Context: an optimization exercise on an open-source flow, tuned for small area and a short achievable clock period. The choices shown serve that exercise and are no tape-out recipe.
In this exercise RTL edits were held to simulation tests only and were not proved equivalent to the original.
Power figures rest on the tool's default switching activity, not on a simulated workload.

==> flow/design.v (excerpt) <==
module BLOCK_ULA_OPS #(
    parameter DATA_WIDTH = 8,
    parameter ADDR_WIDTH = 12,
    parameter ULA_WIDTH = 24
    ) (
        input clk,
        input [(ADDR_WIDTH-1):0] MUX_REG1_IN,                    
        input [(DATA_WIDTH-1):0] REG1_IN,
        input [(DATA_WIDTH-1):0] MUX_REG2_IN_0,  
        input [(ADDR_WIDTH-1):0] MUX_REG2_IN_1,  
        input [(ADDR_WIDTH-1):0] MUX_REG2_IN_2,  
        input [(DATA_WIDTH-1):0] REG2_IN,
        output wire [(ULA_WIDTH-1):0] ULA_OUT,
        output reg REG_COMP_OUT,
        output reg REG_OVERFLOW_OUT,
        input [1:0] SEL_MUX1,
        input [1:0] SEL_MUX2,
        input CTRL_REG_OP1, CTRL_REG_OP2,
        input CTRL_REG_OVERFLOW, CTRL_REG_COMP,
        input [3:0] SEL_ULA
    );
clock: 11.0 ns
lec_check: 0
cap_margin: 20
core_margin: 2
core_utilization: 65
place_density: 0.75
slew_margin: 20
synth_hierarchical: 1
standard.sh (not shown) runs the stock make flow with config.mk's settings and CLKGATE_MAP_FILE= SYNTH_SCRIPT=/design/flow/synth_recipe.tcl, a recipe that flattens the netlist after the stock synthesis.
==> flow/flow/run.sh <==
#!/bin/bash
# The standard layout, with the port buffers that buffer_ports inserts made
# sky130_fd_sc_hd__buf_1 instead of the cell it picks on its own.
set -euo pipefail
bash standard.sh BUFFER_PORTS_ARGS="-buffer_cell sky130_fd_sc_hd__buf_1" finish > standard_make.log 2>&1
Change:
--- a/flow/config.mk
+++ b/flow/config.mk
@@ -10,2 +10,3 @@
-export CORE_UTILIZATION = 65
-export PLACE_DENSITY = 0.75
+export CORE_UTILIZATION = 55
+export PLACE_DENSITY = 0.7
+export SETUP_SLACK_MARGIN = 1.0
After rerunning: The changed run passed the timing, design-rule and antenna checks; worst setup slack is better by 0.66 ns; area after synthesis does not change; power barely changes; non-clock buffer count goes up by 13.

---

Setup of job 101:
Starting RTL as in the previous note.
## BLOCK_ULA_OPS
module BLOCK_ULA_OPS #(
    parameter DATA_WIDTH = 8,
    parameter ADDR_WIDTH = 12,
    parameter ULA_WIDTH = 24
    ) (
        input clk,
        input [(ADDR_WIDTH-1):0] MUX_REG1_IN,                    
        input [(DATA_WIDTH-1):0] REG1_IN,
        input [(DATA_WIDTH-1):0] MUX_REG2_IN_0,  
        input [(ADDR_WIDTH-1):0] MUX_REG2_IN_1,  
        input [(ADDR_WIDTH-1):0] MUX_REG2_IN_2,  
        input [(DATA_WIDTH-1):0] REG2_IN,
        output wire [(ULA_WIDTH-1):0] ULA_OUT,
        output reg REG_COMP_OUT,
        output reg REG_OVERFLOW_OUT,
        input [1:0] SEL_MUX1,
        input [1:0] SEL_MUX2,
        input CTRL_REG_OP1, CTRL_REG_OP2,
        input CTRL_REG_OVERFLOW, CTRL_REG_COMP,
        input [3:0] SEL_ULA
    );
==> flow/config.mk <==
export PLATFORM = sky130hd
export DESIGN_NAME = BLOCK_ULA_OPS
export DESIGN_NICKNAME = BLOCK_ULA_OPS
export VERILOG_FILES = /design/flow/design.v
export SDC_FILE = /design/flow/constraint.sdc
export NUM_CORES = 4
export LEC_CHECK = 0
export CAP_MARGIN = 20
export CORE_MARGIN = 2
export CORE_UTILIZATION = 65
export PLACE_DENSITY = 0.75
export SETUP_SLACK_MARGIN = 0.7
export SLEW_MARGIN = 20
export SYNTH_HIERARCHICAL = 1
==> flow/constraint.sdc <==
create_clock -name core_clock -period 11.0 [get_ports {clk}]
set_input_delay 2.2000 -clock core_clock [delete_from_list [all_inputs] [get_ports {clk}]]
set_output_delay 2.2000 -clock core_clock [all_outputs]
set_load 0.01 [all_outputs]
Scripts as last shown in full above: flow/flow/run.sh
Edits applied to the flow inputs when going from job 101 to job 102:
- changing SETUP_SLACK_MARGIN from 0.7 to 0.9
==> flow/flow/run.sh <==
#!/bin/bash
# The standard layout, with the port buffers that buffer_ports inserts made
# sky130_fd_sc_hd__buf_2 instead of the cell it picks on its own.
set -euo pipefail
bash standard.sh BUFFER_PORTS_ARGS="-buffer_cell sky130_fd_sc_hd__buf_2" finish > standard_make.log 2>&1
Changes observed in job 102 relative to job 101: share of the final layout cell area in multi-input gates now sits lower, share of final layout cell area taken by non-clock buffers now sits higher. Job 101 -> job 102: per-instance average area after synthesis delta 0, exact match. Job 102 -> job 101: flip-flop and latch count delta 0, exact match. Job 101 → job 102: first-pass GRT wire length grew by about 0.5%, part of the power in the clock network went down, worst-case setup slack after placement went up by 0.12 ns. Job 102 ended up with a lower critical path depth than job 101 did. Between job 102 and job 101, the relative contribution of sequential cells to total power is higher for job 101. Fraction of layout cells with a size suffix above 1 delta for job 102 relative to job 101: 12 points higher.
## Diff of input files: job 103 against job 102
- SETUP_SLACK_MARGIN: 0.9 -> 1.2
==> flow/flow/run.sh <==
#!/bin/bash
# The standard layout, with the port buffers that buffer_ports inserts made
# sky130_fd_sc_hd__buf_1 instead of the cell it picks on its own.
set -euo pipefail
bash standard.sh BUFFER_PORTS_ARGS="-buffer_cell sky130_fd_sc_hd__buf_1" finish > standard_make.log 2>&1
Notes after the runs:
- Compared to job 102, job 103 has sequential power share 0.6 points lower.
- Summary of job 103 over job 102: global-route usage about even; final cell area excluding filler cells rose 7.5%; met3 usage in global routing fell 1.5 points.
- Of the two values seen for timing startpoint of the critical path, SEL_MUX1[1] was produced by job 103 and SEL_MUX1[0] by job 102.
> inputs changed (job 103 -> job 104)
- a change of SETUP_SLACK_MARGIN from 1.2 to 0.8
Findings:
- Against job 103, ratio of routed vias to standard cells in job 104 fell slightly.
- Job 104 did not stop at any stage, and its layout met the timing, design-rule and antenna checks.
- Routed wire length of job 104 falls short of that of job 103 by more than 10%.
- Shortest clock period the worst path allows after layout was higher in job 104 than in job 103.
- Summary — number of cells traversed by the worst register-to-register path, job 104 relative to job 103: lower, by 1.

## what the ideal ports hide
The flow's constraints put no driver on any port. The routed layouts listed below were extracted and timed again, unchanged, in two steps.
Step 1: set_driving_cell puts a clkbuf_16 on clk and a buf_2 on each other input, an assumption about the parent block.
Step 2 also shifts input and output timing later by t, the mid clock arrival at the registers, as if the neighbouring blocks saw the same clock.
a / b / c = ideal / step 1 / step 2; a / b = the first two.
run | t, ns | setup slack, ns | worst register clock-pin slew, ns | worst slew at a driven data input, ns | cell pins on the clock port's net
the first run of note 1 | 0.278 | 0.564 / 0.542 / 0.542 | 0.07 / 0.07 | 0.04 | 1
the second run of note 1 | 0.264 | 1.229 / 1.203 / 1.203 | 0.06 / 0.06 | 0.04 | 1
job 101 | 0.278 | 0.972 / 0.951 / 0.951 | 0.07 / 0.07 | 0.04 | 1
job 102 | 0.272 | 1.149 / 1.130 / 1.130 | 0.07 / 0.07 | 0.05 | 1
job 103 | 0.281 | 1.325 / 1.299 / 1.299 | 0.08 / 0.08 | 0.04 | 1
job 104 | 0.278 | 1.049 / 1.011 / 1.011 | 0.07 / 0.07 | 0.04 | 1
After both steps every run listed still meets setup and hold. For job 104, which loses most, drivers alone change the setup slack by -0.038 ns; drivers and shift together by -0.038 ns.
